Context: an optimization exercise on an open-source flow, tuned for small area and a short achievable clock period. The choices shown serve that exercise and are no tape-out recipe. RTL that was checked went through simulation tests only; none was proved equivalent to the original. Power and IR drop assume default switching activity.

## BMD_64_RWDMA_FSM
module BMD_64_RWDMA_FSM (
    clk,
    rst_n,
    init_rst_i,
    wdma_rst_o,
    mwr_len_i,
    mwr_count_i,
    wdma_start_o,
    wdma_addr_o,
    wdma_done_i,
    wdma_irq_o,
    next_wdma_addr_i,
    next_wdma_up_addr_i,
    next_wdma_valid_i,
    wdma_start_i,
    wdma_stop_i,
    wdma_running_o,
    wdma_frame_len_i,
    timeframe_end_i,
    wdma_buf_ptr_o,
    wdma_status_o,
    cc_timeout_o
);
==> flow/config.mk <==
export PLATFORM = sky130hd
export DESIGN_NAME = BMD_64_RWDMA_FSM
export DESIGN_NICKNAME = BMD_64_RWDMA_FSM
export VERILOG_FILES = /design/flow/design.v
export SDC_FILE = /design/flow/constraint.sdc
export NUM_CORES = 4
export LEC_CHECK = 0
export CAP_MARGIN = 20
export CORE_MARGIN = 2
export CORE_UTILIZATION = 70
export CTS_BUF_LIST = sky130_fd_sc_hd__clkbuf_4 sky130_fd_sc_hd__clkbuf_8
export PLACE_DENSITY = 0.8
export SETUP_SLACK_MARGIN = 4.3
export SLEW_MARGIN = 20
export SYNTH_HIERARCHICAL = 1
export SYNTH_MINIMUM_KEEP_SIZE = 0
==> flow/constraint.sdc <==
create_clock -name core_clock -period 8.5 [get_ports {clk}]
set_input_delay 1.7000 -clock core_clock [delete_from_list [all_inputs] [get_ports {clk}]]
set_output_delay 1.7000 -clock core_clock [all_outputs]
set_load 0.01 [all_outputs]
standard.sh (not shown) runs the stock make flow with config.mk's settings and CLKGATE_MAP_FILE= SYNTH_SCRIPT=/design/flow/synth_recipe.tcl, a recipe that flattens the netlist after the stock synthesis.
==> flow/flow/run.sh <==
#!/bin/bash
# Standard layout (the standard.sh, unchanged synthesis), with two changes:
# - the port buffers are sky130_fd_sc_hd__buf_1 instead of the default
#   clkdlybuf4s50_1, which is larger and slower;
# - clock tree synthesis does not add dummy loads (it otherwise uses the same
#   arguments as ORFS: sink clustering, clock-net repair, CTS_BUF_LIST).
set -euo pipefail
export BUFFER_PORTS_ARGS="-buffer_cell sky130_fd_sc_hd__buf_1"
export CTS_ARGS="-sink_clustering_enable -repair_clock_nets -dont_use_dummy_load -buf_list {sky130_fd_sc_hd__clkbuf_4 sky130_fd_sc_hd__clkbuf_8}"
bash standard.sh finish > flow_make.log 2>&1
Rerun with:
SETUP_SLACK_MARGIN = 4.5   (was 4.3)
Result: The changed run went through all stages and came out clean; non-clock buffer count rises by 11; cell count increases by about 0.75%; cell area went up by about 3.3%; clock skew goes up by 4.1 ps; routed wire length came out higher by 3.2%; total power stays flat; first-iteration DRC count went down by 16%; setup slack gains 27 ps; synthesized cell count does not change; count of clock-buffer cells in the layout does not change.
No functional check of the RTL was part of any run of this note.


Another version of the RTL of BMD_64_RWDMA_FSM (not shown whole).
Size: ~1100 cells after synthesis, roughly 120 flip-flops, roughly 160 I/O pins, roughly 9800 um2 of cells after synthesis.
Settings: LEC_CHECK=0, CAP_MARGIN=20, CORE_MARGIN=2, CORE_UTILIZATION=70, CTS_BUF_LIST=sky130_fd_sc_hd__clkbuf_4 sky130_fd_sc_hd__clkbuf_8, PLACE_DENSITY=0.8, SETUP_SLACK_MARGIN=4.3, SLEW_MARGIN=20, SYNTH_HIERARCHICAL=1, SYNTH_MINIMUM_KEEP_SIZE=0; clock period 8.5 ns.
Scripts as last shown in full above: flow/flow/run.sh
The baseline completed without violations.
Edit:
- SETUP_SLACK_MARGIN: 4.3 -> 4.4
Result:
- The changed run produced a clean layout
- die area does not change
- sequential power hardly moves
- via count is higher by 1.4%
- first-iteration DRC count came out higher by about 9%
- setup slack improved by 29 ps
- flip-flop and latch count is unchanged
Edit:
- SETUP_SLACK_MARGIN: 4.4 -> 4.2
- cell area is lower by about 3.2%
- register-to-register slack barely changes
- die area is unchanged
- power goes down by 1.3%
- utilization went down by 2.6 points
- global-route usage falls by 0.16 points
- clock power barely changes
- sequential cell count is unchanged
- sequential share of layout area climbs by 0.55 points
- routed wire length goes down by about 3.5%
- synthesized area is unchanged
Edit:
- CORE_UTILIZATION: 70 -> 75
- SETUP_SLACK_MARGIN: 4.2 -> 4.3
After rerunning: Wire length increases by 9.7%. Non-clock buffer count increases by 15. Setup slack is worse by 9.8 ps. Sequential power hardly moves. Via count increases by 5.6%. Global-route usage increases by 2.7 points. Synthesized area stays the same. Utilization increases by 9.7 points. Die area decreases by 6.5%. Count of clock-buffer cells in the layout does not change.
Edit:
- CORE_UTILIZATION: 75 -> 65
After rerunning: Design area shrinks by 2.2%. Final cell count barely changes. Worst setup slack is better by 75 ps. Global-route usage shrinks by 5.0 points. Routed wire length falls by about 8%. Count of clock-buffer cells in the layout is unchanged. Non-clock buffer count fell by 13.


## run 1
BMD_64_RWDMA_FSM, a different RTL version from the one above (not shown whole).
For scale: ~120 flip-flops, roughly 160 I/O pins, about 9600 sq um of cells after synthesis.
Settings: LEC_CHECK=0, CAP_MARGIN=20, CORE_MARGIN=2, CORE_UTILIZATION=70, CTS_BUF_LIST=sky130_fd_sc_hd__clkbuf_4 sky130_fd_sc_hd__clkbuf_8, PLACE_DENSITY=0.8, SETUP_SLACK_MARGIN=4.2, SLEW_MARGIN=20, SYNTH_HIERARCHICAL=1, SYNTH_MINIMUM_KEEP_SIZE=0; clock period 8.5 ns.
==> flow/flow/run.sh <==
#!/bin/bash
# The standard layout (standard.sh, synthesis unchanged), with two layout choices:
# - the port buffers are sky130_fd_sc_hd__buf_1 (the default pick, clkdlybuf4s50_1,
#   is larger and slower);
# - clock tree synthesis adds no dummy loads and clusters up to 30 sinks per
#   buffer (otherwise the same arguments as ORFS: sink clustering, clock-net repair,
#   the CTS_BUF_LIST buffers).
set -euo pipefail
export BUFFER_PORTS_ARGS="-buffer_cell sky130_fd_sc_hd__buf_1"
export CTS_ARGS="-sink_clustering_enable -repair_clock_nets -dont_use_dummy_load -sink_clustering_size 30 -sink_clustering_max_diameter 200 -buf_list {sky130_fd_sc_hd__clkbuf_4 sky130_fd_sc_hd__clkbuf_8}"
bash standard.sh finish > flow_make.log 2>&1
No stage failed in run 1, and the final checks on the layout all came back clean.
--- input diff run 1..run 2 ---
==> flow/flow/run.sh <==
#!/bin/bash
# The standard layout (standard.sh), with the standard synthesis unchanged:
#  1. synthesis: `standard.sh synth`, as is;
#  2. the rest of the flow, with these layout choices:
#     - port buffers are sky130_fd_sc_hd__buf_1 (the default pick, clkdlybuf4s50_1,
#       is larger and slower);
#     - the delay cells (clkdlybuf4s*, dlygate4sd*, dlymetal6s*) are not used by
#       placement/timing repair, which otherwise picks them to drive fanout;
#     - clock tree synthesis adds no dummy loads (same arguments as ORFS otherwise).
set -euo pipefail
bash standard.sh synth > flow_synth.log 2>&1
export BUFFER_PORTS_ARGS="-buffer_cell sky130_fd_sc_hd__buf_1"
export CTS_ARGS="-sink_clustering_enable -repair_clock_nets -dont_use_dummy_load -buf_list {sky130_fd_sc_hd__clkbuf_4 sky130_fd_sc_hd__clkbuf_8}"
export DONT_USE_CELLS="sky130_fd_sc_hd__clkdlybuf4s15_1 sky130_fd_sc_hd__clkdlybuf4s15_2 sky130_fd_sc_hd__clkdlybuf4s18_1 sky130_fd_sc_hd__clkdlybuf4s18_2 sky130_fd_sc_hd__clkdlybuf4s25_1 sky130_fd_sc_hd__clkdlybuf4s25_2 sky130_fd_sc_hd__clkdlybuf4s50_1 sky130_fd_sc_hd__clkdlybuf4s50_2 sky130_fd_sc_hd__dlygate4sd1_1 sky130_fd_sc_hd__dlygate4sd2_1 sky130_fd_sc_hd__dlygate4sd3_1 sky130_fd_sc_hd__dlymetal6s2s_1 sky130_fd_sc_hd__dlymetal6s4s_1 sky130_fd_sc_hd__dlymetal6s6s_1"
bash standard.sh finish > flow_make.log 2>&1
==> summary.txt <==
- Having completed the whole flow, run 2 delivered a layout that passed the timing, DRC and antenna checks.
- On required time at the worst-slack endpoint, run 2 tracks run 1 almost exactly.
- Horizontal extent of the die: run 1 vs run 2 identical
- Run 2 -> run 1: final instance area delta 0, exact match
- As far as worst slew margin relative to its limit goes, run 2 and run 1 are indistinguishable; the numbers are identical.
Setup changes, run 2 to run 3
- changing SETUP_SLACK_MARGIN from 4.2 to 4.1
==> flow/flow/run.sh <==
#!/bin/bash
# Standard layout (the standard.sh, unchanged synthesis), with two changes:
# - the port buffers are sky130_fd_sc_hd__buf_1 instead of the default
#   clkdlybuf4s50_1, which is larger and slower;
# - clock tree synthesis does not add dummy loads (it otherwise uses the same
#   arguments as ORFS: sink clustering, clock-net repair, CTS_BUF_LIST).
set -euo pipefail
export BUFFER_PORTS_ARGS="-buffer_cell sky130_fd_sc_hd__buf_1"
export CTS_ARGS="-sink_clustering_enable -repair_clock_nets -dont_use_dummy_load -buf_list {sky130_fd_sc_hd__clkbuf_4 sky130_fd_sc_hd__clkbuf_8}"
bash standard.sh finish > flow_make.log 2>&1
## What came out
- Taking run 2 as the reference, in run 3 maximum clock frequency -0.0031 GHz; design area dropped about 1.1%; number of gates resized after cts down 48%; HPWL reported at the end of detailed placement stayed essentially flat; worst slew margin relative to its limit down 3.4 points.
- Going from run 2 to run 3, share of the final layout cell area in multi-input gates grows by 0.32 points.
What run 4 does differently from run 3 at the input level:
- changing SETUP_SLACK_MARGIN from 4.1 to 4.2
- changing PLACE_DENSITY from 0.8 to 0.7
==> summary.txt <==
Run 4 ran to completion and came out clean on the timing, DRC and antenna checks.
Against run 3, run 4 reports a highest cell delay on the worst timing path that is lower.
Portion of total power attributed to the clock network: run 3 vs run 4, no meaningful difference
Run 4 vs. run 3: share of the clock period used by the worst path after layout went down; routed via count climbed 1.3%; wire length after detailed routing grew by 3.7%; final area went up by 120 sq um; fraction of area in non-clock buffers higher.
The number of buffers inserted to repair setup after CTS in run 4 sits 1 below the value recorded for run 3.
Run 3 reports its standard cell with the maximum stage delay on the critical path as sky130_fd_sc_hd__fa_1 while run 4 reports sky130_fd_sc_hd__fa_2.
In the flow results for run 4 and run 3, the post-synthesis to final-layout area growth is smaller on run 3.
[inputs] run 5 vs run 4
- PLACE_DENSITY: 0.7 -> 0.8
- SETUP_SLACK_MARGIN: 4.2 -> 4.0
Findings:
From run 4 to run 5 the numbers moved as follows: aggregate routed wire length shows a reduction of 2.5%; cell count held; clock skew about even. Re wire length of the first global-routing pass: run 4 was higher than run 5. The mean number of vias per cell was comparable across run 4 and run 5. The end point of the critical path comes out c_q[15] in one run and c_q[11] in the other, namely in run 4 and run 5 respectively. Summary of run 5 over run 4: post-route worst setup slack down 0.15 ns; synthesized area flat; sequential share of layout area up 0.46 points; met2 track utilization from global routing down 0.95 points. Run 4 ended up with mwr_count_i[11] as its launch point of the critical path; run 5 ended up with mwr_count_i[6].
Changes in run 6 relative to run 5:
- a change of SETUP_SLACK_MARGIN from 4.0 to 3.9
Findings:
Startpoint of the worst setup timing path: mwr_len_i[6] -> run 6, mwr_count_i[6] -> run 5
On sequential power, run 5 and run 6 are neck and neck.
Via count, run 5 and run 6: larger value in run 5
Run 5 -> run 6: number of buffer cells added on primary ports delta 0, exact match

## what the ideal ports hide
The results above use ideal ports. As a check the final layouts listed here were re-extracted and re-timed, cells and wires unchanged.
Step 1 assumes that a clkbuf_16 drives the clock port and a buf_2 every other input.
Step 2 also shifts input and output timing later by t, the mid clock arrival at the registers, as if the neighbouring blocks saw the same clock.
Slacks: ideal / step 1 / step 2; pairs: ideal / step 1.
| run | t (ns) | setup slack, ns | hold WS [ns] | pins driven straight from the clock port |
|---|---|---|---|---|
| the first run of note 1 | 0.465 | 4.381 / 4.346 / 3.997 | 0.454 / 0.454 / 0.454 | 1 |
| the second run of note 1 | 0.469 | 4.408 / 4.370 / 4.096 | 0.444 / 0.444 / 0.444 | 1 |
| the first run of note 2 | 0.464 | 4.403 / 4.365 / 3.952 | 0.438 / 0.438 / 0.438 | 1 |
| the second run of note 2 | 0.473 | 4.433 / 4.396 / 4.009 | 0.458 / 0.458 / 0.458 | 1 |
| the third run of note 2 | 0.474 | 4.318 / 4.282 / 3.855 | 0.448 / 0.448 / 0.448 | 1 |
| the fourth run of note 2 | 0.472 | 4.309 / 4.271 / 3.933 | 0.447 / 0.447 / 0.447 | 1 |
| the fifth run of note 2 | 0.460 | 4.384 / 4.349 / 3.960 | 0.442 / 0.442 / 0.442 | 1 |
| run 1 | 0.468 | 4.244 / 4.243 / 3.775 | 0.453 / 0.453 / 0.453 | 1 |
| run 2 | 0.468 | 4.244 / 4.243 / 3.775 | 0.453 / 0.453 / 0.453 | 1 |
| run 3 | 0.472 | 4.188 / 4.159 / 3.707 | 0.457 / 0.457 / 0.457 | 1 |
| run 4 | 0.468 | 4.244 / 4.243 / 3.775 | 0.453 / 0.453 / 0.453 | 1 |
| run 5 | 0.469 | 4.096 / 4.105 / 3.637 | 0.463 / 0.463 / 0.463 | 1 |
| run 6 | 0.468 | 3.993 / 4.001 / 3.533 | 0.451 / 0.451 / 0.451 | 1 |
After both steps setup and hold are still met in every run listed. The setup slack of run 3, which loses most, moves by -0.029 ns with the drivers and by -0.481 ns with both steps.
